Context: an optimization exercise on an open-source flow, tuned for small area and a short achievable clock period. The choices shown serve that exercise and are no tape-out recipe.
In this exercise RTL edits were held to simulation tests only and were not proved equivalent to the original.
No activity file was given, so power comes from the tool's default toggle rates.

$ cat flow/design.v
`timescale 1ns / 100ps
module bf16_mul_tree (
    input  wire [6:0]  ma,
    input  wire [6:0]  mb,
    output wire [15:0] ps,
    output wire [15:0] pc
);
  wire t_1 = (ma[0] & mb[6]) ^ (ma[1] & mb[5]);
  wire t_2 = (ma[0] & mb[6]) & (ma[1] & mb[5]);
  wire t_3 = (ma[1] & mb[6]) ^ (ma[2] & mb[5]);
  wire t_4 = t_3 ^ (ma[3] & mb[4]);
  wire t_5 = ((ma[1] & mb[6]) & (ma[2] & mb[5])) | (t_3 & (ma[3] & mb[4]));
  wire t_6 = (ma[4] & mb[3]) ^ (ma[5] & mb[2]);
  wire t_7 = (ma[4] & mb[3]) & (ma[5] & mb[2]);
  wire t_8 = (ma[2] & mb[6]) ^ (ma[3] & mb[5]);
  wire t_9 = t_8 ^ (ma[4] & mb[4]);
  wire t_10 = ((ma[2] & mb[6]) & (ma[3] & mb[5])) | (t_8 & (ma[4] & mb[4]));
  wire t_11 = (ma[5] & mb[3]) ^ (ma[6] & mb[2]);
  wire t_12 = (ma[5] & mb[3]) & (ma[6] & mb[2]);
  wire t_13 = (ma[3] & mb[6]) ^ (ma[4] & mb[5]);
  wire t_14 = t_13 ^ (ma[5] & mb[4]);
  wire t_15 = ((ma[3] & mb[6]) & (ma[4] & mb[5])) | (t_13 & (ma[5] & mb[4]));
  wire t_16 = (ma[0] & mb[4]) ^ (ma[1] & mb[3]);
  wire t_17 = (ma[0] & mb[4]) & (ma[1] & mb[3]);
  wire t_18 = (ma[0] & mb[5]) ^ (ma[1] & mb[4]);
  wire t_19 = t_18 ^ (ma[2] & mb[3]);
  wire t_20 = ((ma[0] & mb[5]) & (ma[1] & mb[4])) | (t_18 & (ma[2] & mb[3]));
  wire t_21 = (ma[3] & mb[2]) ^ (ma[4] & mb[1]);
  wire t_22 = (ma[3] & mb[2]) & (ma[4] & mb[1]);
  wire t_23 = (ma[2] & mb[4]) ^ (ma[3] & mb[3]);
  wire t_24 = t_23 ^ (ma[4] & mb[2]);
  wire t_25 = ((ma[2] & mb[4]) & (ma[3] & mb[3])) | (t_23 & (ma[4] & mb[2]));
  wire t_26 = (ma[5] & mb[1]) ^ (ma[6] & mb[0]);
  wire t_27 = t_26 ^ t_1;
  wire t_28 = ((ma[5] & mb[1]) & (ma[6] & mb[0])) | (t_26 & t_1);
  wire t_29 = (ma[6] & mb[1]) ^ ma[0];
  wire t_30 = t_29 ^ mb[0];
  wire t_31 = ((ma[6] & mb[1]) & ma[0]) | (t_29 & mb[0]);
  wire t_32 = t_2 ^ t_4;
  wire t_33 = t_32 ^ t_6;
  wire t_34 = (t_2 & t_4) | (t_32 & t_6);
  wire t_35 = ma[1] ^ mb[1];
  wire t_36 = t_35 ^ t_5;
  wire t_37 = (ma[1] & mb[1]) | (t_35 & t_5);
  wire t_38 = t_7 ^ t_9;
  wire t_39 = t_38 ^ t_11;
  wire t_40 = (t_7 & t_9) | (t_38 & t_11);
  wire t_41 = (ma[6] & mb[3]) ^ ma[2];
  wire t_42 = t_41 ^ mb[2];
  wire t_43 = ((ma[6] & mb[3]) & ma[2]) | (t_41 & mb[2]);
  wire t_44 = t_10 ^ t_12;
  wire t_45 = t_44 ^ t_14;
  wire t_46 = (t_10 & t_12) | (t_44 & t_14);
  wire t_47 = (ma[4] & mb[6]) ^ (ma[5] & mb[5]);
  wire t_48 = t_47 ^ (ma[6] & mb[4]);
  wire t_49 = ((ma[4] & mb[6]) & (ma[5] & mb[5])) | (t_47 & (ma[6] & mb[4]));
  wire t_50 = ma[3] ^ mb[3];
  wire t_51 = t_50 ^ t_15;
  wire t_52 = (ma[3] & mb[3]) | (t_50 & t_15);
  wire t_53 = (ma[5] & mb[6]) ^ (ma[6] & mb[5]);
  wire t_54 = t_53 ^ ma[4];
  wire t_55 = ((ma[5] & mb[6]) & (ma[6] & mb[5])) | (t_53 & ma[4]);
  wire t_56 = (ma[0] & mb[3]) ^ (ma[1] & mb[2]);
  wire t_57 = (ma[0] & mb[3]) & (ma[1] & mb[2]);
  wire t_58 = (ma[2] & mb[2]) ^ (ma[3] & mb[1]);
  wire t_59 = t_58 ^ (ma[4] & mb[0]);
  wire t_60 = ((ma[2] & mb[2]) & (ma[3] & mb[1])) | (t_58 & (ma[4] & mb[0]));
  wire t_61 = (ma[5] & mb[0]) ^ t_17;
  wire t_62 = t_61 ^ t_19;
  wire t_63 = ((ma[5] & mb[0]) & t_17) | (t_61 & t_19);
  wire t_64 = t_20 ^ t_22;
  wire t_65 = t_64 ^ t_24;
  wire t_66 = (t_20 & t_22) | (t_64 & t_24);
  wire t_67 = t_25 ^ t_28;
  wire t_68 = t_67 ^ t_30;
  wire t_69 = (t_25 & t_28) | (t_67 & t_30);
  wire t_70 = t_31 ^ t_34;
  wire t_71 = t_70 ^ t_36;
  wire t_72 = (t_31 & t_34) | (t_70 & t_36);
  wire t_73 = t_37 ^ t_40;
  wire t_74 = t_73 ^ t_42;
  wire t_75 = (t_37 & t_40) | (t_73 & t_42);
  wire t_76 = t_43 ^ t_46;
  wire t_77 = t_76 ^ t_48;
  wire t_78 = (t_43 & t_46) | (t_76 & t_48);
  wire t_79 = mb[4] ^ t_49;
  wire t_80 = t_79 ^ t_52;
  wire t_81 = (mb[4] & t_49) | (t_79 & t_52);
  wire t_82 = (ma[6] & mb[6]) ^ ma[5];
  wire t_83 = t_82 ^ mb[5];
  wire t_84 = ((ma[6] & mb[6]) & ma[5]) | (t_82 & mb[5]);
  wire t_85 = (ma[0] & mb[2]) ^ (ma[1] & mb[1]);
  wire t_86 = (ma[0] & mb[2]) & (ma[1] & mb[1]);
  wire t_87 = (ma[2] & mb[1]) ^ (ma[3] & mb[0]);
  wire t_88 = t_87 ^ t_56;
  wire t_89 = ((ma[2] & mb[1]) & (ma[3] & mb[0])) | (t_87 & t_56);
  wire t_90 = t_16 ^ t_57;
  wire t_91 = t_90 ^ t_59;
  wire t_92 = (t_16 & t_57) | (t_90 & t_59);
  wire t_93 = t_21 ^ t_60;
  wire t_94 = t_93 ^ t_62;
  wire t_95 = (t_21 & t_60) | (t_93 & t_62);
  wire t_96 = t_27 ^ t_63;
  wire t_97 = t_96 ^ t_65;
  wire t_98 = (t_27 & t_63) | (t_96 & t_65);
  wire t_99 = t_33 ^ t_66;
  wire t_100 = t_99 ^ t_68;
  wire t_101 = (t_33 & t_66) | (t_99 & t_68);
  wire t_102 = t_39 ^ t_69;
  wire t_103 = t_102 ^ t_71;
  wire t_104 = (t_39 & t_69) | (t_102 & t_71);
  wire t_105 = t_45 ^ t_72;
  wire t_106 = t_105 ^ t_74;
  wire t_107 = (t_45 & t_72) | (t_105 & t_74);
  wire t_108 = t_51 ^ t_75;
  wire t_109 = t_108 ^ t_77;
  wire t_110 = (t_51 & t_75) | (t_108 & t_77);
  wire t_111 = t_54 ^ t_78;
  wire t_112 = t_111 ^ t_80;
  wire t_113 = (t_54 & t_78) | (t_111 & t_80);
  wire t_114 = t_55 ^ t_81;
  wire t_115 = t_114 ^ t_83;
  wire t_116 = (t_55 & t_81) | (t_114 & t_83);
  wire t_117 = ma[6] ^ mb[6];
  wire t_118 = t_117 ^ t_84;
  wire t_119 = (ma[6] & mb[6]) | (t_117 & t_84);
  assign ps = {1'b0, 1'b1, t_116, t_113, t_110, t_107, t_104, t_101, t_98, t_95, t_92, t_89, t_86, (ma[2] & mb[0]), (ma[0] & mb[1]), (ma[0] & mb[0])};
  assign pc = {1'b0, t_119, t_118, t_115, t_112, t_109, t_106, t_103, t_100, t_97, t_94, t_91, t_88, t_85, (ma[1] & mb[0]), 1'b0};
endmodule
module bf16_mul_cpa (
    input  wire [15:0] ps,
    input  wire [15:0] pc,
    output wire [15:0] p
);
  wire c_1 = ps[0] ^ pc[0];
  wire c_2 = ps[0] & pc[0];
  wire c_3 = ps[1] ^ pc[1];
  wire c_4 = ps[1] & pc[1];
  wire c_5 = ps[2] ^ pc[2];
  wire c_6 = ps[2] & pc[2];
  wire c_7 = ps[3] ^ pc[3];
  wire c_8 = ps[3] & pc[3];
  wire c_9 = ps[4] ^ pc[4];
  wire c_10 = ps[4] & pc[4];
  wire c_11 = ps[5] ^ pc[5];
  wire c_12 = ps[5] & pc[5];
  wire c_13 = ps[6] ^ pc[6];
  wire c_14 = ps[6] & pc[6];
  wire c_15 = ps[7] ^ pc[7];
  wire c_16 = ps[7] & pc[7];
  wire c_17 = ps[8] ^ pc[8];
  wire c_18 = ps[8] & pc[8];
  wire c_19 = ps[9] ^ pc[9];
  wire c_20 = ps[9] & pc[9];
  wire c_21 = ps[10] ^ pc[10];
  wire c_22 = ps[10] & pc[10];
  wire c_23 = ps[11] ^ pc[11];
  wire c_24 = ps[11] & pc[11];
  wire c_25 = ps[12] ^ pc[12];
  wire c_26 = ps[12] & pc[12];
  wire c_27 = ps[13] ^ pc[13];
  wire c_28 = ps[13] & pc[13];
  wire c_29 = ps[14] ^ pc[14];
  wire c_30 = ps[14] & pc[14];
  wire c_31 = ps[15] ^ pc[15];
  wire c_32 = ps[15] & pc[15];
  wire c_33 = c_4 | (c_3 & c_2);
  wire c_34 = c_3 & c_1;
  wire c_35 = c_8 | (c_7 & c_6);
  wire c_36 = c_7 & c_5;
  wire c_37 = c_12 | (c_11 & c_10);
  wire c_38 = c_11 & c_9;
  wire c_39 = c_16 | (c_15 & c_14);
  wire c_40 = c_15 & c_13;
  wire c_41 = c_20 | (c_19 & c_18);
  wire c_42 = c_19 & c_17;
  wire c_43 = c_24 | (c_23 & c_22);
  wire c_44 = c_23 & c_21;
  wire c_45 = c_28 | (c_27 & c_26);
  wire c_46 = c_27 & c_25;
  wire c_47 = c_32 | (c_31 & c_30);
  wire c_48 = c_31 & c_29;
  wire c_49 = c_6 | (c_5 & c_33);
  wire c_50 = c_5 & c_34;
  wire c_51 = c_35 | (c_36 & c_33);
  wire c_52 = c_36 & c_34;
  wire c_53 = c_14 | (c_13 & c_37);
  wire c_54 = c_13 & c_38;
  wire c_55 = c_39 | (c_40 & c_37);
  wire c_56 = c_40 & c_38;
  wire c_57 = c_22 | (c_21 & c_41);
  wire c_58 = c_21 & c_42;
  wire c_59 = c_43 | (c_44 & c_41);
  wire c_60 = c_44 & c_42;
  wire c_61 = c_30 | (c_29 & c_45);
  wire c_62 = c_29 & c_46;
  wire c_63 = c_47 | (c_48 & c_45);
  wire c_64 = c_48 & c_46;
  wire c_65 = c_10 | (c_9 & c_51);
  wire c_66 = c_9 & c_52;
  wire c_67 = c_37 | (c_38 & c_51);
  wire c_68 = c_38 & c_52;
  wire c_69 = c_53 | (c_54 & c_51);
  wire c_70 = c_54 & c_52;
  wire c_71 = c_55 | (c_56 & c_51);
  wire c_72 = c_56 & c_52;
  wire c_73 = c_26 | (c_25 & c_59);
  wire c_74 = c_25 & c_60;
  wire c_75 = c_45 | (c_46 & c_59);
  wire c_76 = c_46 & c_60;
  wire c_77 = c_61 | (c_62 & c_59);
  wire c_78 = c_62 & c_60;
  wire c_79 = c_63 | (c_64 & c_59);
  wire c_80 = c_64 & c_60;
  wire c_81 = c_18 | (c_17 & c_71);
  wire c_82 = c_17 & c_72;
  wire c_83 = c_41 | (c_42 & c_71);
  wire c_84 = c_42 & c_72;
  wire c_85 = c_57 | (c_58 & c_71);
  wire c_86 = c_58 & c_72;
  wire c_87 = c_59 | (c_60 & c_71);
  wire c_88 = c_60 & c_72;
  wire c_89 = c_73 | (c_74 & c_71);
  wire c_90 = c_74 & c_72;
  wire c_91 = c_75 | (c_76 & c_71);
  wire c_92 = c_76 & c_72;
  wire c_93 = c_77 | (c_78 & c_71);
  wire c_94 = c_78 & c_72;
  wire c_95 = c_79 | (c_80 & c_71);
  wire c_96 = c_80 & c_72;
  wire c_97 = c_3 ^ c_2;
  wire c_98 = c_5 ^ c_33;
  wire c_99 = c_7 ^ c_49;
  wire c_100 = c_9 ^ c_51;
  wire c_101 = c_11 ^ c_65;
  wire c_102 = c_13 ^ c_67;
  wire c_103 = c_15 ^ c_69;
  wire c_104 = c_17 ^ c_71;
  wire c_105 = c_19 ^ c_81;
  wire c_106 = c_21 ^ c_83;
  wire c_107 = c_23 ^ c_85;
  wire c_108 = c_25 ^ c_87;
  wire c_109 = c_27 ^ c_89;
  wire c_110 = c_29 ^ c_91;
  wire c_111 = c_31 ^ c_93;
  assign p = {c_111, c_110, c_109, c_108, c_107, c_106, c_105, c_104, c_103, c_102, c_101, c_100, c_99, c_98, c_97, c_1};
endmodule
module bf16_exp_diff (
    input  wire [7:0] ea,
    input  wire [7:0] eb,
    input  wire [7:0] ec,
    output wire [9:0] xm,
    output wire [8:0] t
);
  wire e_1 = ea[0] ^ eb[0];
  wire e_2 = ea[0] & eb[0];
  wire e_3 = ea[1] ^ eb[1];
  wire e_4 = ea[1] & eb[1];
  wire e_5 = ea[2] ^ eb[2];
  wire e_6 = ea[2] & eb[2];
  wire e_7 = ea[3] ^ eb[3];
  wire e_8 = ea[3] & eb[3];
  wire e_9 = ea[4] ^ eb[4];
  wire e_10 = ea[4] & eb[4];
  wire e_11 = ea[5] ^ eb[5];
  wire e_12 = ea[5] & eb[5];
  wire e_13 = ea[6] ^ eb[6];
  wire e_14 = ea[6] & eb[6];
  wire e_15 = ea[7] ^ eb[7];
  wire e_16 = e_15 ^ ~ec[7];
  wire e_17 = (ea[7] & eb[7]) | (e_15 & ~ec[7]);
  wire e_18 = ~ec[0] ^ 1'b1;
  wire e_19 = ~ec[0] & 1'b1;
  wire e_20 = ~ec[1] ^ e_2;
  wire e_21 = e_20 ^ e_3;
  wire e_22 = (~ec[1] & e_2) | (e_20 & e_3);
  wire e_23 = ~ec[2] ^ e_4;
  wire e_24 = e_23 ^ e_5;
  wire e_25 = (~ec[2] & e_4) | (e_23 & e_5);
  wire e_26 = ~ec[3] ^ e_6;
  wire e_27 = e_26 ^ e_7;
  wire e_28 = (~ec[3] & e_6) | (e_26 & e_7);
  wire e_29 = ~ec[4] ^ e_8;
  wire e_30 = e_29 ^ e_9;
  wire e_31 = (~ec[4] & e_8) | (e_29 & e_9);
  wire e_32 = ~ec[5] ^ e_10;
  wire e_33 = e_32 ^ e_11;
  wire e_34 = (~ec[5] & e_10) | (e_32 & e_11);
  wire e_35 = ~ec[6] ^ e_12;
  wire e_36 = e_35 ^ e_13;
  wire e_37 = (~ec[6] & e_12) | (e_35 & e_13);
  wire e_38 = 1'b1 ^ e_14;
  wire e_39 = e_38 ^ e_16;
  wire e_40 = (1'b1 & e_14) | (e_38 & e_16);
  wire e_41 = e_1 ^ e_18;
  wire e_42 = e_1 & e_18;
  wire e_43 = e_19 ^ e_21;
  wire e_44 = e_19 & e_21;
  wire e_45 = e_22 ^ e_24;
  wire e_46 = e_22 & e_24;
  wire e_47 = e_25 ^ e_27;
  wire e_48 = e_25 & e_27;
  wire e_49 = e_28 ^ e_30;
  wire e_50 = e_28 & e_30;
  wire e_51 = e_31 ^ e_33;
  wire e_52 = e_31 & e_33;
  wire e_53 = e_34 ^ e_36;
  wire e_54 = e_34 & e_36;
  wire e_55 = e_37 ^ e_39;
  wire e_56 = e_37 & e_39;
  wire e_57 = e_17 ^ e_40;
  wire e_58 = e_17 & e_40;
  wire e_59 = 1'b1 ^ 1'b0;
  wire e_60 = 1'b1 & 1'b0;
  wire e_61 = e_44 | (e_43 & e_42);
  wire e_62 = e_43 & e_41;
  wire e_63 = e_46 | (e_45 & e_44);
  wire e_64 = e_45 & e_43;
  wire e_65 = e_48 | (e_47 & e_46);
  wire e_66 = e_47 & e_45;
  wire e_67 = e_50 | (e_49 & e_48);
  wire e_68 = e_49 & e_47;
  wire e_69 = e_52 | (e_51 & e_50);
  wire e_70 = e_51 & e_49;
  wire e_71 = e_54 | (e_53 & e_52);
  wire e_72 = e_53 & e_51;
  wire e_73 = e_56 | (e_55 & e_54);
  wire e_74 = e_55 & e_53;
  wire e_75 = e_58 | (e_57 & e_56);
  wire e_76 = e_57 & e_55;
  wire e_77 = e_60 | (e_59 & e_58);
  wire e_78 = e_59 & e_57;
  wire e_79 = e_63 | (e_64 & e_42);
  wire e_80 = e_64 & e_41;
  wire e_81 = e_65 | (e_66 & e_61);
  wire e_82 = e_66 & e_62;
  wire e_83 = e_67 | (e_68 & e_63);
  wire e_84 = e_68 & e_64;
  wire e_85 = e_69 | (e_70 & e_65);
  wire e_86 = e_70 & e_66;
  wire e_87 = e_71 | (e_72 & e_67);
  wire e_88 = e_72 & e_68;
  wire e_89 = e_73 | (e_74 & e_69);
  wire e_90 = e_74 & e_70;
  wire e_91 = e_75 | (e_76 & e_71);
  wire e_92 = e_76 & e_72;
  wire e_93 = e_77 | (e_78 & e_73);
  wire e_94 = e_78 & e_74;
  wire e_95 = e_83 | (e_84 & e_42);
  wire e_96 = e_84 & e_41;
  wire e_97 = e_85 | (e_86 & e_61);
  wire e_98 = e_86 & e_62;
  wire e_99 = e_87 | (e_88 & e_79);
  wire e_100 = e_88 & e_80;
  wire e_101 = e_89 | (e_90 & e_81);
  wire e_102 = e_90 & e_82;
  wire e_103 = e_91 | (e_92 & e_83);
  wire e_104 = e_92 & e_84;
  wire e_105 = e_93 | (e_94 & e_85);
  wire e_106 = e_94 & e_86;
  wire e_107 = e_103 | (e_104 & e_42);
  wire e_108 = e_104 & e_41;
  wire e_109 = e_105 | (e_106 & e_61);
  wire e_110 = e_106 & e_62;
  wire e_111 = e_43 ^ e_42;
  wire e_112 = e_45 ^ e_61;
  wire e_113 = e_47 ^ e_79;
  wire e_114 = e_49 ^ e_81;
  wire e_115 = e_51 ^ e_95;
  wire e_116 = e_53 ^ e_97;
  wire e_117 = e_55 ^ e_99;
  wire e_118 = e_57 ^ e_101;
  wire e_119 = e_59 ^ e_107;
  wire e_120 = ea[0] ^ eb[0];
  wire e_121 = ea[0] & eb[0];
  wire e_122 = ea[1] ^ eb[1];
  wire e_123 = ea[1] & eb[1];
  wire e_124 = ea[2] ^ eb[2];
  wire e_125 = ea[2] & eb[2];
  wire e_126 = ea[3] ^ eb[3];
  wire e_127 = ea[3] & eb[3];
  wire e_128 = ea[4] ^ eb[4];
  wire e_129 = ea[4] & eb[4];
  wire e_130 = ea[5] ^ eb[5];
  wire e_131 = ea[5] & eb[5];
  wire e_132 = ea[6] ^ eb[6];
  wire e_133 = ea[6] & eb[6];
  wire e_134 = ea[7] ^ eb[7];
  wire e_135 = ea[7] & eb[7];
  wire e_136 = e_121 | (e_120 & 1'b1);
  wire e_137 = e_123 | (e_122 & e_136);
  wire e_138 = e_122 & e_120;
  wire e_139 = e_125 | (e_124 & e_123);
  wire e_140 = e_124 & e_122;
  wire e_141 = e_127 | (e_126 & e_125);
  wire e_142 = e_126 & e_124;
  wire e_143 = e_129 | (e_128 & e_127);
  wire e_144 = e_128 & e_126;
  wire e_145 = e_131 | (e_130 & e_129);
  wire e_146 = e_130 & e_128;
  wire e_147 = e_133 | (e_132 & e_131);
  wire e_148 = e_132 & e_130;
  wire e_149 = e_135 | (e_134 & e_133);
  wire e_150 = e_134 & e_132;
  wire e_151 = e_139 | (e_140 & e_136);
  wire e_152 = e_140 & e_120;
  wire e_153 = e_141 | (e_142 & e_137);
  wire e_154 = e_142 & e_138;
  wire e_155 = e_143 | (e_144 & e_139);
  wire e_156 = e_144 & e_140;
  wire e_157 = e_145 | (e_146 & e_141);
  wire e_158 = e_146 & e_142;
  wire e_159 = e_147 | (e_148 & e_143);
  wire e_160 = e_148 & e_144;
  wire e_161 = e_149 | (e_150 & e_145);
  wire e_162 = e_150 & e_146;
  wire e_163 = e_155 | (e_156 & e_136);
  wire e_164 = e_156 & e_120;
  wire e_165 = e_157 | (e_158 & e_137);
  wire e_166 = e_158 & e_138;
  wire e_167 = e_159 | (e_160 & e_151);
  wire e_168 = e_160 & e_152;
  wire e_169 = e_161 | (e_162 & e_153);
  wire e_170 = e_162 & e_154;
  wire e_171 = e_120 ^ 1'b1;
  wire e_172 = e_122 ^ e_136;
  wire e_173 = e_124 ^ e_137;
  wire e_174 = e_126 ^ e_151;
  wire e_175 = e_128 ^ e_153;
  wire e_176 = e_130 ^ e_163;
  wire e_177 = e_132 ^ e_165;
  wire e_178 = e_134 ^ e_167;
  assign xm = {e_119, e_118, e_117, e_116, e_115, e_114, e_113, e_112, e_111, e_41};
  assign t = {e_169, e_178, e_177, e_176, e_175, e_174, e_173, e_172, e_171};
endmodule
module bf16_exp_norm (
    input  wire [7:0] e,
    input  wire [4:0] lz,
    input  wire       cy,
    output wire [7:0] ne
);
  wire n_1 = ~lz[0];
  wire n_2 = ~lz[1];
  wire n_3 = ~lz[2];
  wire n_4 = ~lz[3];
  wire n_5 = ~lz[4];
  wire n_6 = e[0] & n_1;
  wire n_7 = e[1] & n_2;
  wire n_8 = e[2] & n_3;
  wire n_9 = e[3] & n_4;
  wire n_10 = e[4] & n_5;
  wire n_11 = e[0] | n_1;
  wire n_12 = e[1] | n_2;
  wire n_13 = e[2] | n_3;
  wire n_14 = e[3] | n_4;
  wire n_15 = e[4] | n_5;
  wire n_16 = e[0] ^ n_1;
  wire n_17 = e[1] ^ n_2;
  wire n_18 = e[2] ^ n_3;
  wire n_19 = e[3] ^ n_4;
  wire n_20 = e[4] ^ n_5;
  wire n_21 = (n_6) | (n_11);
  wire n_22 = (n_7) | (n_12 & n_6) | (n_12 & n_11);
  wire n_23 = (n_8) | (n_13 & n_7) | (n_13 & n_12 & n_6) | (n_13 & n_12 & n_11);
  wire n_24 = (n_9) | (n_14 & n_8) | (n_14 & n_13 & n_7) | (n_14 & n_13 & n_12 & n_6) | (n_14 & n_13 & n_12 & n_11);
  wire n_25 = n_16 ^ 1'b1;
  wire n_26 = n_17 ^ n_21;
  wire n_27 = n_18 ^ n_22;
  wire n_28 = n_19 ^ n_23;
  wire n_29 = n_20 ^ n_24;
  wire [2:0] eh1 = e[7:5] - 3'd1;
  assign ne = {cy ? e[7:5] : eh1, {n_29, n_28, n_27, n_26, n_25}};
endmodule
module bf16_addsub (
    input  wire [15:0] p,
    input  wire [15:0] g,
    output wire [15:0] s0,
    output wire [15:0] s1,
    output wire        c0
);
  wire a_1 = g[1] | (p[1] & g[0]);
  wire a_2 = p[1] & p[0];
  wire a_3 = g[2] | (p[2] & g[1]);
  wire a_4 = p[2] & p[1];
  wire a_5 = g[3] | (p[3] & g[2]);
  wire a_6 = p[3] & p[2];
  wire a_7 = g[4] | (p[4] & g[3]);
  wire a_8 = p[4] & p[3];
  wire a_9 = g[5] | (p[5] & g[4]);
  wire a_10 = p[5] & p[4];
  wire a_11 = g[6] | (p[6] & g[5]);
  wire a_12 = p[6] & p[5];
  wire a_13 = g[7] | (p[7] & g[6]);
  wire a_14 = p[7] & p[6];
  wire a_15 = g[8] | (p[8] & g[7]);
  wire a_16 = p[8] & p[7];
  wire a_17 = g[9] | (p[9] & g[8]);
  wire a_18 = p[9] & p[8];
  wire a_19 = g[10] | (p[10] & g[9]);
  wire a_20 = p[10] & p[9];
  wire a_21 = g[11] | (p[11] & g[10]);
  wire a_22 = p[11] & p[10];
  wire a_23 = g[12] | (p[12] & g[11]);
  wire a_24 = p[12] & p[11];
  wire a_25 = g[13] | (p[13] & g[12]);
  wire a_26 = p[13] & p[12];
  wire a_27 = g[14] | (p[14] & g[13]);
  wire a_28 = p[14] & p[13];
  wire a_29 = g[15] | (p[15] & g[14]);
  wire a_30 = p[15] & p[14];
  wire a_31 = a_3 | (a_4 & g[0]);
  wire a_32 = a_4 & p[0];
  wire a_33 = a_5 | (a_6 & a_1);
  wire a_34 = a_6 & a_2;
  wire a_35 = a_7 | (a_8 & a_3);
  wire a_36 = a_8 & a_4;
  wire a_37 = a_9 | (a_10 & a_5);
  wire a_38 = a_10 & a_6;
  wire a_39 = a_11 | (a_12 & a_7);
  wire a_40 = a_12 & a_8;
  wire a_41 = a_13 | (a_14 & a_9);
  wire a_42 = a_14 & a_10;
  wire a_43 = a_15 | (a_16 & a_11);
  wire a_44 = a_16 & a_12;
  wire a_45 = a_17 | (a_18 & a_13);
  wire a_46 = a_18 & a_14;
  wire a_47 = a_19 | (a_20 & a_15);
  wire a_48 = a_20 & a_16;
  wire a_49 = a_21 | (a_22 & a_17);
  wire a_50 = a_22 & a_18;
  wire a_51 = a_23 | (a_24 & a_19);
  wire a_52 = a_24 & a_20;
  wire a_53 = a_25 | (a_26 & a_21);
  wire a_54 = a_26 & a_22;
  wire a_55 = a_27 | (a_28 & a_23);
  wire a_56 = a_28 & a_24;
  wire a_57 = a_29 | (a_30 & a_25);
  wire a_58 = a_30 & a_26;
  wire a_59 = a_35 | (a_36 & g[0]);
  wire a_60 = a_36 & p[0];
  wire a_61 = a_37 | (a_38 & a_1);
  wire a_62 = a_38 & a_2;
  wire a_63 = a_39 | (a_40 & a_31);
  wire a_64 = a_40 & a_32;
  wire a_65 = a_41 | (a_42 & a_33);
  wire a_66 = a_42 & a_34;
  wire a_67 = a_43 | (a_44 & a_35);
  wire a_68 = a_44 & a_36;
  wire a_69 = a_45 | (a_46 & a_37);
  wire a_70 = a_46 & a_38;
  wire a_71 = a_47 | (a_48 & a_39);
  wire a_72 = a_48 & a_40;
  wire a_73 = a_49 | (a_50 & a_41);
  wire a_74 = a_50 & a_42;
  wire a_75 = a_51 | (a_52 & a_43);
  wire a_76 = a_52 & a_44;
  wire a_77 = a_53 | (a_54 & a_45);
  wire a_78 = a_54 & a_46;
  wire a_79 = a_55 | (a_56 & a_47);
  wire a_80 = a_56 & a_48;
  wire a_81 = a_57 | (a_58 & a_49);
  wire a_82 = a_58 & a_50;
  wire a_83 = a_67 | (a_68 & g[0]);
  wire a_84 = a_68 & p[0];
  wire a_85 = a_69 | (a_70 & a_1);
  wire a_86 = a_70 & a_2;
  wire a_87 = a_71 | (a_72 & a_31);
  wire a_88 = a_72 & a_32;
  wire a_89 = a_73 | (a_74 & a_33);
  wire a_90 = a_74 & a_34;
  wire a_91 = a_75 | (a_76 & a_59);
  wire a_92 = a_76 & a_60;
  wire a_93 = a_77 | (a_78 & a_61);
  wire a_94 = a_78 & a_62;
  wire a_95 = a_79 | (a_80 & a_63);
  wire a_96 = a_80 & a_64;
  wire a_97 = a_81 | (a_82 & a_65);
  wire a_98 = a_82 & a_66;
  wire a_99 = ~p[0];
  wire a_100 = p[1] ^ g[0];
  wire a_101 = p[1] ^ (g[0] | p[0]);
  wire a_102 = p[2] ^ a_1;
  wire a_103 = p[2] ^ (a_1 | a_2);
  wire a_104 = p[3] ^ a_31;
  wire a_105 = p[3] ^ (a_31 | a_32);
  wire a_106 = p[4] ^ a_33;
  wire a_107 = p[4] ^ (a_33 | a_34);
  wire a_108 = p[5] ^ a_59;
  wire a_109 = p[5] ^ (a_59 | a_60);
  wire a_110 = p[6] ^ a_61;
  wire a_111 = p[6] ^ (a_61 | a_62);
  wire a_112 = p[7] ^ a_63;
  wire a_113 = p[7] ^ (a_63 | a_64);
  wire a_114 = p[8] ^ a_65;
  wire a_115 = p[8] ^ (a_65 | a_66);
  wire a_116 = p[9] ^ a_83;
  wire a_117 = p[9] ^ (a_83 | a_84);
  wire a_118 = p[10] ^ a_85;
  wire a_119 = p[10] ^ (a_85 | a_86);
  wire a_120 = p[11] ^ a_87;
  wire a_121 = p[11] ^ (a_87 | a_88);
  wire a_122 = p[12] ^ a_89;
  wire a_123 = p[12] ^ (a_89 | a_90);
  wire a_124 = p[13] ^ a_91;
  wire a_125 = p[13] ^ (a_91 | a_92);
  wire a_126 = p[14] ^ a_93;
  wire a_127 = p[14] ^ (a_93 | a_94);
  wire a_128 = p[15] ^ a_95;
  wire a_129 = p[15] ^ (a_95 | a_96);
  wire a_130 = a_97 | a_98;
  assign s0 = {a_128, a_126, a_124, a_122, a_120, a_118, a_116, a_114, a_112, a_110, a_108, a_106, a_104, a_102, a_100, p[0]};
  assign s1 = {a_129, a_127, a_125, a_123, a_121, a_119, a_117, a_115, a_113, a_111, a_109, a_107, a_105, a_103, a_101, a_99};
  assign c0 = a_97;
endmodule
module bf16_mac_lane (
    input  wire        clk,
    input  wire [15:0] a,
    input  wire [15:0] b,
    input  wire [15:0] c,
    input  wire        relu1,     
    output wire [15:0] d
);
    wire [15:0] ps0, pc0;
    bf16_mul_tree u_tree (.ma(a[6:0]), .mb(b[6:0]), .ps(ps0), .pc(pc0));
    wire [9:0] xm;
    wire [8:0] t;
    bf16_exp_diff u_exp (.ea(a[14:7]), .eb(b[14:7]), .ec(c[14:7]), .xm(xm), .t(t));
    wire       wrap = (t[8:7] == 2'b00);           
    wire       gt0  = wrap | ~xm[9];               
    reg [15:0] r0_ps, r0_pc;
    reg  [6:0] r0_mc;
    reg  [8:0] r0_xm;
    reg        r0_wrap, r0_gt;
    reg  [7:0] r0_ep, r0_ec;
    reg        r0_sp, r0_sub;
    always @(posedge clk) begin
        r0_ps  <= ps0;
        r0_pc  <= pc0;
        r0_mc  <= c[6:0];
        r0_xm  <= xm[8:0];
        r0_wrap <= wrap;
        r0_gt  <= gt0;
        r0_ep  <= {~t[7], t[6:0]};
        r0_ec  <= c[14:7];
        r0_sp  <= a[15] ^ b[15];
        r0_sub <= a[15] ^ b[15] ^ c[15];
    end
    wire [8:0] dd     = r0_gt ? r0_xm : ~r0_xm;
    wire       r0_big = r0_wrap | (dd[8:4] != 5'd0);    
    wire [3:0] r0_sh  = dd[3:0];
    wire [15:0] prod;
    bf16_mul_cpa u_cpa (.ps(r0_ps), .pc(r0_pc), .p(prod));
    wire [15:0] cm  = {1'b1, r0_mc, 8'b0};
    wire [15:0] x1  = r0_gt ? prod : (r0_big ? 16'd0 : (prod >> r0_sh));
    wire [15:0] y1  = r0_gt ? (r0_big ? 16'd0 : ({1'b0, cm[15:1]} >> r0_sh)) : cm;
    wire        sub1 = r0_sub;
    wire [15:0] yb1  = sub1 ? ~y1 : y1;
    reg [15:0] r1_p, r1_g;
    reg  [7:0] r1_e;
    reg        r1_sp, r1_sub;
    always @(posedge clk) begin
        r1_p   <= x1 ^ yb1;
        r1_g   <= x1 & yb1;
        r1_e   <= r0_gt ? r0_ep : r0_ec;
        r1_sp  <= r0_sp;
        r1_sub <= sub1;
    end
    wire [15:0] s0, s1;
    wire        c0;
    bf16_addsub u_add (.p(r1_p), .g(r1_g), .s0(s0), .s1(s1), .c0(c0));
    wire [16:0] sum = ~r1_sub ? {c0, s0} : (c0 ? {1'b0, s1} : {1'b0, ~s0});
    wire        sg2 = r1_sp ^ (r1_sub & ~c0);    
    reg [4:0] lz;
    integer i;
    always @(*) begin
        lz = 5'd16;
        for (i = 0; i < 17; i = i + 1)
            if (sum[i]) lz = 16 - i;
    end
    wire zero2 = (sum == 17'd0);
    reg [16:0] emask;
    always @(*)
        for (i = 0; i < 17; i = i + 1)
            emask[i] = ({1'b0, r1_e[4:0]} >= 6'd16 - i);
    wire cy2 = r1_e[4] | (|(sum & emask));
    reg [15:2] r2_s;
    reg  [4:0] r2_lz;
    reg  [7:0] r2_e;
    reg        r2_sg, r2_kill, r2_cy;
    always @(posedge clk) begin
        r2_s    <= lz[4] ? 14'd0 : (lz[3] ? {sum[7:0], 6'd0} : sum[15:2]);
        r2_lz   <= lz;
        r2_e    <= r1_e;
        r2_sg   <= sg2;
        r2_kill <= zero2 | (relu1 & sg2);
        r2_cy   <= cy2;
    end
    wire [15:2] nm = r2_s << r2_lz[2:0];
    wire  [7:0] ne;
    bf16_exp_norm u_enorm (.e(r2_e), .lz(r2_lz), .cy(r2_cy), .ne(ne));
    assign d = r2_kill ? 16'd0 : {r2_sg, ne, nm[15:9]};
endmodule
module tensor_unit_64bit (
    input  wire        clk,
    input  wire        rst_n,
    input  wire        en,
    input  wire [63:0] vector_a,
    input  wire [63:0] vector_b,
    input  wire [63:0] vector_c,
    input  wire        do_relu,
    output wire [63:0] vector_out,
    output wire        valid_out
);
    reg v0, v1, v2;
    always @(posedge clk or negedge rst_n) begin
        if (!rst_n) begin
            v0 <= 1'b0;
            v1 <= 1'b0;
            v2 <= 1'b0;
        end else begin
            v0 <= en;
            v1 <= v0;
            v2 <= v1;
        end
    end
    assign valid_out = v2;
    reg relu0, relu1;
    always @(posedge clk) begin
        relu0 <= do_relu;
        relu1 <= relu0;
    end
    genvar g;
    generate
        for (g = 0; g < 4; g = g + 1) begin : lane
            bf16_mac_lane u (
                .clk(clk), .relu1(relu1),
                .a(vector_a[16*g +: 16]), .b(vector_b[16*g +: 16]), .c(vector_c[16*g +: 16]),
                .d(vector_out[16*g +: 16])
            );
        end
    endgenerate
endmodule
$ cat flow/flow/run.sh
#!/bin/bash
# The standard layout, with plain sky130_fd_sc_hd__buf_1 cells as the input and output
# port buffers instead of the delay buffers the resizer picks by default.
set -euo pipefail
bash standard.sh synth > synth.log 2>&1
bash standard.sh "BUFFER_PORTS_ARGS=-buffer_cell sky130_fd_sc_hd__buf_1" finish > layout.log 2>&1
$ cat flow/standard.sh
#!/bin/bash
# synth_recipe.tcl (not shown) runs the flow's synth.tcl, then flattens the netlist and writes it again
# the make line also repeats each setting of config.mk as NAME=value (left out here)
make -C /OpenROAD-flow-scripts/flow DESIGN_CONFIG=/design/flow/config.mk WORK_HOME=/design/flow/orfs CLKGATE_MAP_FILE= SYNTH_SCRIPT=/design/flow/synth_recipe.tcl "${@:-finish}"
$ cat flow/config.mk
export PLATFORM = sky130hd
export DESIGN_NAME = tensor_unit_64bit
export DESIGN_NICKNAME = tensor_unit_64bit
export VERILOG_FILES = /design/flow/design.v
export SDC_FILE = /design/flow/constraint.sdc
export NUM_CORES = 4
export LEC_CHECK = 0
export CAP_MARGIN = 20
export CORE_MARGIN = 2
export CORE_UTILIZATION = 40
export SETUP_SLACK_MARGIN = 3.2
export SLEW_MARGIN = 20
$ cat flow/constraint.sdc
create_clock -name core_clock -period 7.0 [get_ports {clk}]
set_input_delay 1.4000 -clock core_clock [delete_from_list [all_inputs] [get_ports {clk}]]
set_output_delay 1.4000 -clock core_clock [all_outputs]
set_load 0.01 [all_outputs]
==> results of run 1 <==
-- power by group --
part | switching [uW] | internal [uW]
combinational | 7640 | 5130
sequential | 1280 | 4180
clock | 1360 | 2090
total | 10300 | 11400
-- registers in the layout, summed over array words and instances, names as in the netlist, 4 cells and up --
name and flops:
lane.u.r1_sub 4, lane.u.r0_gt 4, lane.u.r1_g 64, lane.u.r2_sg 4, lane.u.r0_pc 56, lane.u.r0_mc 28, lane.u.r0_ec 32, lane.u.r1_e 32
lane.u.r2_lz 20, lane.u.r1_sp 4, lane.u.r0_wrap 4, lane.u.r0_ep 32, lane.u.r0_ps 56, lane.u.r2_e 32, lane.u.r1_p 64, lane.u.r2_s 56
lane.u.r2_kill 4, lane.u.r0_sub 4, lane.u.r0_xm 36, lane.u.r0_sp 4, lane.u.r2_cy 4
-- worst max-delay path by stage --
stage,startpoint,slack [ps],depth (start not counted),endpoint
after floorplan,vector_a[24],3200,14,lane[1].u.r0_gt$_DFF_P_
after global placement,vector_a[24],2850,15,lane[1].u.r0_gt$_DFF_P_
after detailed placement,vector_a[24],2810,15,lane[1].u.r0_gt$_DFF_P_
after CTS,lane[3].u.r2_lz[0]$_SDFF_PP0_,3050,11,vector_out[59]
after global routing,lane[3].u.r2_lz[0]$_SDFF_PP0_,2960,11,vector_out[59]
final,lane[3].u.r2_lz[0]$_SDFF_PP0_,3100,9,vector_out[59]
-- cell usage after synthesis (all sizes together), types with 67 or more instances --
cell    instances
dfxtp         546
inv           502
nor2          388
nand2         329
a21oi         289
ha            272
o21ai         222
fa            188
and2          181
xnor2         141
xor2          127
clkbuf        119
nor3          100
nand3          84
buf            73
mux2i          67
-- repair_timing --
item | 4_1_cts | 5_1_grt
buffers inserted | 18 | 16
resized for setup | 49 | 71
pin swaps | 18 | 34
setup endpoints to repair | 80 | 114
-- routing by layer --
metal  vias to the layer above  wire (um)  track usage
met2                       996      49520       0.3324
li1                      16783          -            -
met5                         -          0            0
met1                     16236      48710       0.2745
met4                         0       3009      0.06386
met3                       186       5625      0.03029
-- worst max-delay path: cells and delay by family (launching register included) --
family / cells / cell delay (ps)
compound gates: 2 / 300
flops: 1 / 390
simple gates: 5 / 760
fa+ha+maj: 1 / 210
buf+inv: 1 / 140
-- metrics by stage --
| step | cell area, um^2 | setup slack (ps) | std cells | power, uW |
|---|---|---|---|---|
| after floorplan | 40310 | 3196 | 4681 | 14360 |
| after global placement | 42380 | 2854 | 6077 | 17620 |
| after detailed placement | 42380 | 2814 | 6077 | 17680 |
| after CTS | 44860 | 3054 | 6208 | 21380 |
| after global routing | 45270 | 2961 | 6225 | 23470 |
| final | 45270 | 3104 | 6225 | 21690 |
-- cells by family (layout without fill, tap and decap cells) --
group                    count (synthesis)  after routing  share of synthesized area
AND/OR/NAND/NOR                       1371           1371                     0.1679
AO/OA/AOI/OAI                         1180           1180                     0.2010
adder cells (fa/ha/maj)                461            461                     0.1781
buffers and inverters                  697            942                    0.06782
flip-flops                             549            549                     0.2731
other                                    0              1                          0
XOR/XNOR                               268            268                    0.05825
multiplexers                           155            155                    0.05381
-- final cells by class --
type / count / area (um^2) / area share
antenna: 1 / 2.502 / 0.00005527
clock buffer: 79 / 1693 / 0.03739
clock inverter: 34 / 533.0 / 0.01177
inverter: 505 / 1907 / 0.04212
multi-input combinational: 3435 / 26970 / 0.5957
sequential: 549 / 11060 / 0.2444
tap: 1298 / 1624 / 0.03587
timing repair buffer: 324 / 1479 / 0.03267
==> impl_metrics.toml, run 1 <==
[logic_synthesis]
synth_cells = 4681
ys_warn_count = 2
synthArstFlopShare = 0.005464
synth_edf_count = 0
synth_area_leader_cell = "dfxtp_1"
syn_area_per_cell_um2 = 8.608
synth-seq-area-share = 0.2731
ys_types = 119
synth_ff_type = "dfxtp_1"
ys_ff_latch = 549
synth_top_area_share = 0.2713
netlist_area_um2 = 40290
ys_top_cells_by_area = "dfxtp_1, fa_1, ha_1"
syn_nets = 5337

[critical_path]
worstPathRequired_ps = 5600
reg2regPathDepth = 12
path_max_fanout = 3
r2r-end = "lane[1].u.r1_p[0]$_DFF_P_"
arrival_ps = 2500
cp-start-kind = "register"
slowest_delay_ps = 390
critPathSlowestCell = "dfxtp_4"
reg2reg_slack_ps = 3350
crit_type = "register to output pin"
crit_chain = "ha_2 > a21oi_2 > nor2_2 > nor2_2 > nor2_2 > nor2_2 > or3_4 > a21oi_4 > buf_6"
crit_top_cell = "nor2_2"
endpoint_kind = "output pin"
rr_startpoint = "lane[1].u.r0_ps[2]$_DFF_P_"

[finish]
layout_commonest_cell = "dfxtp_1"
final_util = 0.4527
final_nets = 5531
fillers = 9798
area_growth_pct = 12.35
final_cell_mix = "dfxtp_1, inv_1, nor2_1"
drive_gt1_frac = 0.09440

[routing]
wl_per_cell_um = 17.17
first_iter_violations = 2599
ant_nets = 0
dr.pass1.iters = 6
viasPerCell = 5.494
vias = 34201
drcViolationCount = 0
routed_wl_um = 106900

[timing]
period_minus_slack_ps = 3896
clock-skew-final_ps = 78.21
hold_violations = 0
tightestPinTransition_ps = 960.8
slew_viol_final = 0
fin_crit_sh = 0.5565
setup_viol = 0
totalNegativeSetupSlack_ps = 0
fmax_ghz = 0.2567
relSlewSlack = 0.3586
rsz0062_at_grt = "true"
whs_ps = 325.8

[clocking]
ctsLongestPathBuffers = 3
cts_tree = "done"
cts_made_buffers = 60
worstSkewPairLatency_ps = 700
clkTransAtPathRegs_ps = 70
cts_root_buffer = "clkbuf_16"
htree_levels = 2
cts.hold.buffers_added = 0
clock-sinks = 549

[floorplan]
fp.dieW_um = 321.4
fp.dieArea_um2 = 103300
core_area_um2 = 100000
start_util = 0.4029
ioPinCount = 261
num_rows = 116
die_y_um = 321.4

[outcome]
status = "complete, no violations"

[global_routing]
grt.total_usage = 0.2030
grt_max_degree = 52
grt_pass1_wl_um = 173500
grt_antenna_before_repair = 1
grt.overflow.total = 0
first_global_vias = 33001

[run]
maxCapViolCount = 0

[worst_hold_path]
min_path_type = "register to register"
holdPathStages = 0
min-delay-start = "lane[1].u.r1_e[6]$_DFF_P_"
hold_end = "lane[1].u.r2_e[6]$_DFF_P_"

[place]
place_congestion = 0.9483
port_buffers = 260
hpwlAfterDp_um = 82660

[pwr]
pwr_density_cell_nw_per_um2 = 479.0
ir_worst_vdd_uv = 237.7
leakage_uw = 0.01946
==> inputs of run 2 (changes only) <==
--- a/flow/design.v
+++ b/flow/design.v
@@ -166,84 +166,118 @@
   wire c_32 = ps[15] & pc[15];
   wire c_33 = c_4 | (c_3 & c_2);
   wire c_34 = c_3 & c_1;
-  wire c_35 = c_8 | (c_7 & c_6);
-  wire c_36 = c_7 & c_5;
-  wire c_37 = c_12 | (c_11 & c_10);
-  wire c_38 = c_11 & c_9;
-  wire c_39 = c_16 | (c_15 & c_14);
-  wire c_40 = c_15 & c_13;
-  wire c_41 = c_20 | (c_19 & c_18);
-  wire c_42 = c_19 & c_17;
-  wire c_43 = c_24 | (c_23 & c_22);
-  wire c_44 = c_23 & c_21;
-  wire c_45 = c_28 | (c_27 & c_26);
-  wire c_46 = c_27 & c_25;
-  wire c_47 = c_32 | (c_31 & c_30);
-  wire c_48 = c_31 & c_29;
-  wire c_49 = c_6 | (c_5 & c_33);
-  wire c_50 = c_5 & c_34;
-  wire c_51 = c_35 | (c_36 & c_33);
-  wire c_52 = c_36 & c_34;
-  wire c_53 = c_14 | (c_13 & c_37);
-  wire c_54 = c_13 & c_38;
-  wire c_55 = c_39 | (c_40 & c_37);
-  wire c_56 = c_40 & c_38;
-  wire c_57 = c_22 | (c_21 & c_41);
-  wire c_58 = c_21 & c_42;
-  wire c_59 = c_43 | (c_44 & c_41);
-  wire c_60 = c_44 & c_42;
-  wire c_61 = c_30 | (c_29 & c_45);
-  wire c_62 = c_29 & c_46;
-  wire c_63 = c_47 | (c_48 & c_45);
-  wire c_64 = c_48 & c_46;
-  wire c_65 = c_10 | (c_9 & c_51);
-  wire c_66 = c_9 & c_52;
-  wire c_67 = c_37 | (c_38 & c_51);
-  wire c_68 = c_38 & c_52;
-  wire c_69 = c_53 | (c_54 & c_51);
-  wire c_70 = c_54 & c_52;
-  wire c_71 = c_55 | (c_56 & c_51);
-  wire c_72 = c_56 & c_52;
-  wire c_73 = c_26 | (c_25 & c_59);
-  wire c_74 = c_25 & c_60;
-  wire c_75 = c_45 | (c_46 & c_59);
-  wire c_76 = c_46 & c_60;
-  wire c_77 = c_61 | (c_62 & c_59);
-  wire c_78 = c_62 & c_60;
-  wire c_79 = c_63 | (c_64 & c_59);
-  wire c_80 = c_64 & c_60;
-  wire c_81 = c_18 | (c_17 & c_71);
-  wire c_82 = c_17 & c_72;
-  wire c_83 = c_41 | (c_42 & c_71);
-  wire c_84 = c_42 & c_72;
-  wire c_85 = c_57 | (c_58 & c_71);
-  wire c_86 = c_58 & c_72;
-  wire c_87 = c_59 | (c_60 & c_71);
-  wire c_88 = c_60 & c_72;
-  wire c_89 = c_73 | (c_74 & c_71);
-  wire c_90 = c_74 & c_72;
-  wire c_91 = c_75 | (c_76 & c_71);
-  wire c_92 = c_76 & c_72;
-  wire c_93 = c_77 | (c_78 & c_71);
-  wire c_94 = c_78 & c_72;
-  wire c_95 = c_79 | (c_80 & c_71);
-  wire c_96 = c_80 & c_72;
-  wire c_97 = c_3 ^ c_2;
-  wire c_98 = c_5 ^ c_33;
-  wire c_99 = c_7 ^ c_49;
-  wire c_100 = c_9 ^ c_51;
-  wire c_101 = c_11 ^ c_65;
-  wire c_102 = c_13 ^ c_67;
-  wire c_103 = c_15 ^ c_69;
-  wire c_104 = c_17 ^ c_71;
-  wire c_105 = c_19 ^ c_81;
-  wire c_106 = c_21 ^ c_83;
-  wire c_107 = c_23 ^ c_85;
-  wire c_108 = c_25 ^ c_87;
-  wire c_109 = c_27 ^ c_89;
-  wire c_110 = c_29 ^ c_91;
-  wire c_111 = c_31 ^ c_93;
-  assign p = {c_111, c_110, c_109, c_108, c_107, c_106, c_105, c_104, c_103, c_102, c_101, c_100, c_99, c_98, c_97, c_1};
+  wire c_35 = c_6 | (c_5 & c_4);
+  wire c_36 = c_5 & c_3;
+  wire c_37 = c_8 | (c_7 & c_6);
+  wire c_38 = c_7 & c_5;
+  wire c_39 = c_10 | (c_9 & c_8);
+  wire c_40 = c_9 & c_7;
+  wire c_41 = c_12 | (c_11 & c_10);
+  wire c_42 = c_11 & c_9;
+  wire c_43 = c_14 | (c_13 & c_12);
+  wire c_44 = c_13 & c_11;
+  wire c_45 = c_16 | (c_15 & c_14);
+  wire c_46 = c_15 & c_13;
+  wire c_47 = c_18 | (c_17 & c_16);
+  wire c_48 = c_17 & c_15;
+  wire c_49 = c_20 | (c_19 & c_18);
+  wire c_50 = c_19 & c_17;
+  wire c_51 = c_22 | (c_21 & c_20);
+  wire c_52 = c_21 & c_19;
+  wire c_53 = c_24 | (c_23 & c_22);
+  wire c_54 = c_23 & c_21;
+  wire c_55 = c_26 | (c_25 & c_24);
+  wire c_56 = c_25 & c_23;
+  wire c_57 = c_28 | (c_27 & c_26);
+  wire c_58 = c_27 & c_25;
+  wire c_59 = c_30 | (c_29 & c_28);
+  wire c_60 = c_29 & c_27;
+  wire c_61 = c_32 | (c_31 & c_30);
+  wire c_62 = c_31 & c_29;
+  wire c_63 = c_35 | (c_36 & c_2);
+  wire c_64 = c_36 & c_1;
+  wire c_65 = c_37 | (c_38 & c_33);
+  wire c_66 = c_38 & c_34;
+  wire c_67 = c_39 | (c_40 & c_35);
+  wire c_68 = c_40 & c_36;
+  wire c_69 = c_41 | (c_42 & c_37);
+  wire c_70 = c_42 & c_38;
+  wire c_71 = c_43 | (c_44 & c_39);
+  wire c_72 = c_44 & c_40;
+  wire c_73 = c_45 | (c_46 & c_41);
+  wire c_74 = c_46 & c_42;
+  wire c_75 = c_47 | (c_48 & c_43);
+  wire c_76 = c_48 & c_44;
+  wire c_77 = c_49 | (c_50 & c_45);
+  wire c_78 = c_50 & c_46;
+  wire c_79 = c_51 | (c_52 & c_47);
+  wire c_80 = c_52 & c_48;
+  wire c_81 = c_53 | (c_54 & c_49);
+  wire c_82 = c_54 & c_50;
+  wire c_83 = c_55 | (c_56 & c_51);
+  wire c_84 = c_56 & c_52;
+  wire c_85 = c_57 | (c_58 & c_53);
+  wire c_86 = c_58 & c_54;
+  wire c_87 = c_59 | (c_60 & c_55);
+  wire c_88 = c_60 & c_56;
+  wire c_89 = c_61 | (c_62 & c_57);
+  wire c_90 = c_62 & c_58;
+  wire c_91 = c_67 | (c_68 & c_2);
+  wire c_92 = c_68 & c_1;
+  wire c_93 = c_69 | (c_70 & c_33);
+  wire c_94 = c_70 & c_34;
+  wire c_95 = c_71 | (c_72 & c_63);
+  wire c_96 = c_72 & c_64;
+  wire c_97 = c_73 | (c_74 & c_65);
+  wire c_98 = c_74 & c_66;
+  wire c_99 = c_75 | (c_76 & c_67);
+  wire c_100 = c_76 & c_68;
+  wire c_101 = c_77 | (c_78 & c_69);
+  wire c_102 = c_78 & c_70;
+  wire c_103 = c_79 | (c_80 & c_71);
+  wire c_104 = c_80 & c_72;
+  wire c_105 = c_81 | (c_82 & c_73);
+  wire c_106 = c_82 & c_74;
+  wire c_107 = c_83 | (c_84 & c_75);
+  wire c_108 = c_84 & c_76;
+  wire c_109 = c_85 | (c_86 & c_77);
+  wire c_110 = c_86 & c_78;
+  wire c_111 = c_87 | (c_88 & c_79);
+  wire c_112 = c_88 & c_80;
+  wire c_113 = c_89 | (c_90 & c_81);
+  wire c_114 = c_90 & c_82;
+  wire c_115 = c_99 | (c_100 & c_2);
+  wire c_116 = c_100 & c_1;
+  wire c_117 = c_101 | (c_102 & c_33);
+  wire c_118 = c_102 & c_34;
+  wire c_119 = c_103 | (c_104 & c_63);
+  wire c_120 = c_104 & c_64;
+  wire c_121 = c_105 | (c_106 & c_65);
+  wire c_122 = c_106 & c_66;
+  wire c_123 = c_107 | (c_108 & c_91);
+  wire c_124 = c_108 & c_92;
+  wire c_125 = c_109 | (c_110 & c_93);
+  wire c_126 = c_110 & c_94;
+  wire c_127 = c_111 | (c_112 & c_95);
+  wire c_128 = c_112 & c_96;
+  wire c_129 = c_113 | (c_114 & c_97);
+  wire c_130 = c_114 & c_98;
+  wire c_131 = c_3 ^ c_2;
+  wire c_132 = c_5 ^ c_33;
+  wire c_133 = c_7 ^ c_63;
+  wire c_134 = c_9 ^ c_65;
+  wire c_135 = c_11 ^ c_91;
+  wire c_136 = c_13 ^ c_93;
+  wire c_137 = c_15 ^ c_95;
+  wire c_138 = c_17 ^ c_97;
+  wire c_139 = c_19 ^ c_115;
+  wire c_140 = c_21 ^ c_117;
+  wire c_141 = c_23 ^ c_119;
+  wire c_142 = c_25 ^ c_121;
+  wire c_143 = c_27 ^ c_123;
+  wire c_144 = c_29 ^ c_125;
+  wire c_145 = c_31 ^ c_127;
+  assign p = {c_145, c_144, c_143, c_142, c_141, c_140, c_139, c_138, c_137, c_136, c_135, c_134, c_133, c_132, c_131, c_1};
 endmodule
 module bf16_exp_diff (
     input  wire [7:0] ea,
@@ -433,44 +467,6 @@
   assign xm = {e_119, e_118, e_117, e_116, e_115, e_114, e_113, e_112, e_111, e_41};
   assign t = {e_169, e_178, e_177, e_176, e_175, e_174, e_173, e_172, e_171};
 endmodule
-module bf16_exp_norm (
-    input  wire [7:0] e,
-    input  wire [4:0] lz,
-    input  wire       cy,
-    output wire [7:0] ne
-);
-  wire n_1 = ~lz[0];
-  wire n_2 = ~lz[1];
-  wire n_3 = ~lz[2];
-  wire n_4 = ~lz[3];
-  wire n_5 = ~lz[4];
-  wire n_6 = e[0] & n_1;
-  wire n_7 = e[1] & n_2;
-  wire n_8 = e[2] & n_3;
-  wire n_9 = e[3] & n_4;
-  wire n_10 = e[4] & n_5;
-  wire n_11 = e[0] | n_1;
-  wire n_12 = e[1] | n_2;
-  wire n_13 = e[2] | n_3;
-  wire n_14 = e[3] | n_4;
-  wire n_15 = e[4] | n_5;
-  wire n_16 = e[0] ^ n_1;
-  wire n_17 = e[1] ^ n_2;
-  wire n_18 = e[2] ^ n_3;
-  wire n_19 = e[3] ^ n_4;
-  wire n_20 = e[4] ^ n_5;
-  wire n_21 = (n_6) | (n_11);
-  wire n_22 = (n_7) | (n_12 & n_6) | (n_12 & n_11);
-  wire n_23 = (n_8) | (n_13 & n_7) | (n_13 & n_12 & n_6) | (n_13 & n_12 & n_11);
-  wire n_24 = (n_9) | (n_14 & n_8) | (n_14 & n_13 & n_7) | (n_14 & n_13 & n_12 & n_6) | (n_14 & n_13 & n_12 & n_11);
-  wire n_25 = n_16 ^ 1'b1;
-  wire n_26 = n_17 ^ n_21;
-  wire n_27 = n_18 ^ n_22;
-  wire n_28 = n_19 ^ n_23;
-  wire n_29 = n_20 ^ n_24;
-  wire [2:0] eh1 = e[7:5] - 3'd1;
-  assign ne = {cy ? e[7:5] : eh1, {n_29, n_28, n_27, n_26, n_25}};
-endmodule
 module bf16_addsub (
     input  wire [15:0] p,
     input  wire [15:0] g,
@@ -678,26 +674,25 @@
             if (sum[i]) lz = 16 - i;
     end
     wire zero2 = (sum == 17'd0);
-    reg [16:0] emask;
-    always @(*)
-        for (i = 0; i < 17; i = i + 1)
-            emask[i] = ({1'b0, r1_e[4:0]} >= 6'd16 - i);
-    wire cy2 = r1_e[4] | (|(sum & emask));
+    wire [4:0] eh1 = r1_e[7:3] - 5'd1;
+    wire [4:0] eh2 = r1_e[7:3] - 5'd2;
+    wire [7:0] ec2 = {lz[4] ? eh2 : (lz[3] ? eh1 : r1_e[7:3]), r1_e[2:0]};
     reg [15:2] r2_s;
-    reg  [4:0] r2_lz;
+    reg  [2:0] r2_f;
     reg  [7:0] r2_e;
-    reg        r2_sg, r2_kill, r2_cy;
+    reg        r2_sg, r2_kill;
     always @(posedge clk) begin
         r2_s    <= lz[4] ? 14'd0 : (lz[3] ? {sum[7:0], 6'd0} : sum[15:2]);
-        r2_lz   <= lz;
-        r2_e    <= r1_e;
+        r2_f    <= lz[2:0];
+        r2_e    <= ec2;
         r2_sg   <= sg2;
         r2_kill <= zero2 | (relu1 & sg2);
-        r2_cy   <= cy2;
     end
-    wire [15:2] nm = r2_s << r2_lz[2:0];
-    wire  [7:0] ne;
-    bf16_exp_norm u_enorm (.e(r2_e), .lz(r2_lz), .cy(r2_cy), .ne(ne));
+    wire [15:2] nm  = r2_s << r2_f;
+    wire        bw  = r2_e[2:0] < r2_f;
+    wire  [2:0] nlo = r2_e[2:0] - r2_f;
+    wire  [4:0] nhi = bw ? (r2_e[7:3] - 5'd1) : r2_e[7:3];
+    wire  [7:0] ne  = {nhi, nlo};
     assign d = r2_kill ? 16'd0 : {r2_sg, ne, nm[15:9]};
 endmodule
 module tensor_unit_64bit (
==> run 2 against run 1 <==
Effect of this change:
- still clean on timing, DRC and antenna
- die area shrank 2.3%
- sequential power shrank 2%
- clock power shrank 2%
- first-iteration DRC count shrank 4.8%
- critical path depth shrank 1
- total power shrank 2.3%
- sequential share of layout area shrank 0.15 points
- critical path type unchanged
==> impl_metrics.toml, run 2 <==
[outcome]
status = "complete, no violations"

[run]
maxCapViolCount = 0

[routing]
first_iter_violations = 2474
viasPerCell = 5.400
dr.pass1.iters = 8
routed_wl_um = 104200
drcViolationCount = 0
ant_nets = 0
vias = 32867
wl_per_cell_um = 17.12

[logic_synthesis]
netlist_area_um2 = 39350
syn_nets = 5180
ys_warn_count = 2
synth_top_area_share = 0.2717
syn_area_per_cell_um2 = 8.675
synth_area_leader_cell = "dfxtp_1"
ys_types = 124
synthTopCellsByCount = "dfxtp_1, inv_1, nor2_1"
synth_most_common_cell = "dfxtp_1"
synth_ff_type = "dfxtp_1"
synthArstFlopShare = 0.005587
synth_edf_count = 0
synth-seq-area-share = 0.2736
synth_cells = 4536
ys_ff_latch = 537
ys_top_cells_by_area = "dfxtp_1, fa_1, ha_1"

[floorplan]
fp.dieArea_um2 = 100900
fp.dieW_um = 317.7
num_rows = 115
die_y_um = 317.7
start_util = 0.4016
ioPinCount = 261
core_area_um2 = 97990

[pwr]
pwr_density_cell_nw_per_um2 = 475.1
leakage_uw = 0.01926
report.power.total_uw = 21180
ir_worst_vdd_uv = 229.1

[clocking]
cts_tree = "done"
cts_root_buffer = "clkbuf_16"
htree_levels = 2
clkTransAtPathRegs_ps = 60
clock-sinks = 537
ctsLongestPathBuffers = 3
cts_made_buffers = 61
worstSkewPairLatency_ps = 690
cts.hold.buffers_added = 0

[global_routing]
grt_antenna_before_repair = 21
grt_max_degree = 58
grt.total_usage = 0.2027
first_global_vias = 31648
grt.overflow.total = 0
grt_pass1_wl_um = 168800

[critical_path]
cp_num_buf_inv = 1
worstPathRequired_ps = 5600
crit_type = "register to output pin"
endpoint_kind = "output pin"
path_delay_family = "simple AND/OR/NAND/NOR gates"
crit_chain = "ha_4 > a21o_1 > a21oi_4 > nand2_2 > nor3_2 > xnor2_1 > nor2_2 > buf_2"
arrival_ps = 2370
path_max_fanout = 4
cp-start-kind = "register"
slowest_delay_ps = 360
critPathSlowestCell = "dfxtp_4"

[timing]
setup_viol = 0
fin_crit_sh = 0.5392
hold_violations = 0
fmax_ghz = 0.2650
clock-skew-final_ps = 64.81
period_minus_slack_ps = 3774
slew_viol_final = 0
totalNegativeSetupSlack_ps = 0
rsz0062_at_grt = "true"
relSlewSlack = 0.3261
tightestPinTransition_ps = 1009

[finish]
reg_top3 = "lane.u.r1_g x64, lane.u.r1_p x64"
instances_no_fill = 6086
drive_gt1_frac = 0.1013
final_util = 0.4549
final_cell_mix = "dfxtp_1, inv_1, nor2_1"
area_growth_pct = 13.28
layout_commonest_cell = "dfxtp_1"
final_nets = 5378

[place]
dp.cells = 5926
hpwlAfterDp_um = 80820
place_congestion = 0.9499
port_buffers = 260

[worst_hold_path]
min_path_type = "register to register"
==> run 2: layer usage <==
metal | GRT usage | vias up | wire length (um) | share of wire
met3 | 0.03993 | 244 | 6910 | 0.066
met5 | 0 | - | 141 | 0.0014
met1 | 0.2767 | 15382 | 47190 | 0.45
met4 | 0.06889 | 22 | 3460 | 0.033
met2 | 0.3200 | 966 | 46500 | 0.45
li1 | - | 16253 | - | -
==> run 2: metrics by stage <==
stage                     instance area (um^2)  setup WS, ps  hold slack (ps)
final                                    44580          3226            325.8
after global routing                     44560          3092            330.4
after CTS                                44080          3143            326.5
after detailed placement                 41590          2618            312.1
after global placement                   41590          2658            310.0
after floorplan                          39450          2979            309.6
==> run 2: final timing paths <==
path	from	end	slack [ps]	cells after the start
max in group asynchronous	rst_n	v2$_DFF_PN0_	6310	1
setup / recovery	lane[3].u.r2_e[1]$_DFF_P_	vector_out[62]	3230	8
min in group asynchronous	rst_n	v0$_DFF_PN0_	550	1
hold reg to reg	lane[3].u.r0_sp$_DFF_P_	lane[3].u.r1_sp$_DFF_P_	330	0
setup reg to reg	lane[0].u.r0_pc[2]$_DFF_P_	lane[0].u.r1_p[4]$_DFF_P_	3310	11
hold / removal	lane[3].u.r0_sp$_DFF_P_	lane[3].u.r1_sp$_DFF_P_	330	0
==> run 2: final cells by class <==
type | instances | area, um^2
clock inverters | 39 | 530.5
diodes | 13 | 32.53
clock buffers | 76 | 1633
multi-input cells | 3331 | 26650
well taps | 1287 | 1610
repair buffers | 328 | 1499
fillers | 9588 | 53410
flip-flops and latches | 537 | 10830
inverters | 475 | 1790
==> run 2: kinds of logic after synthesis <==
logic type | count (synthesis) | share of synthesized area
AND/OR/NAND/NOR | 1351 | 0.1713
AO/OA/AOI/OAI | 1068 | 0.1851
buffers and inverters | 668 | 0.06604
flip-flops | 537 | 0.2736
adder cells (fa/ha/maj) | 448 | 0.1775
XOR/XNOR | 278 | 0.06226
multiplexers | 186 | 0.06410
==> run 2: what timing repair did <==
item | 4_1_cts | 5_1_grt
gates cloned | 0 | 0
setup endpoints to repair | 86 | 91
pin swaps | 13 | 27
gates resized for setup | 64 | 77
buffers inserted | 15 | 17
endpoints found under the hold margin | 0 | 0
==> run 2: power breakdown <==
group	switching, uW	internal [uW]
Combinational	7300	5150
Sequential	1240	4120
Clock	1400	1980
Total	9930	11300

separate check: timing with driven ports:
The flow's constraints put no driver on any port. The routed layouts listed below were extracted and timed again, unchanged, in two steps.
Step 1, drivers: a clkbuf_16 drives clk and a buf_2 each remaining input, both assumed.
Step 2 moves the port delays by t, midway between the first and last clock arrival at a register: inputs arrive t later, outputs are due t later. That takes back most of the time a late clock gives input paths.
a / b / c = ideal ports / drivers / drivers and shift; a / b = the first two.
run | t, ns | setup slack, ns | clock arrival spread, ns
run 1 | 0.733 | 3.104 / 3.037 / 2.818 | 0.078 / 0.078
run 2 | 0.729 | 3.226 / 3.157 / 2.688 | 0.066 / 0.066
After both steps every run listed still meets setup and hold. The setup slack of run 2, which loses most, moves by -0.069 ns with the drivers and by -0.538 ns with both steps.
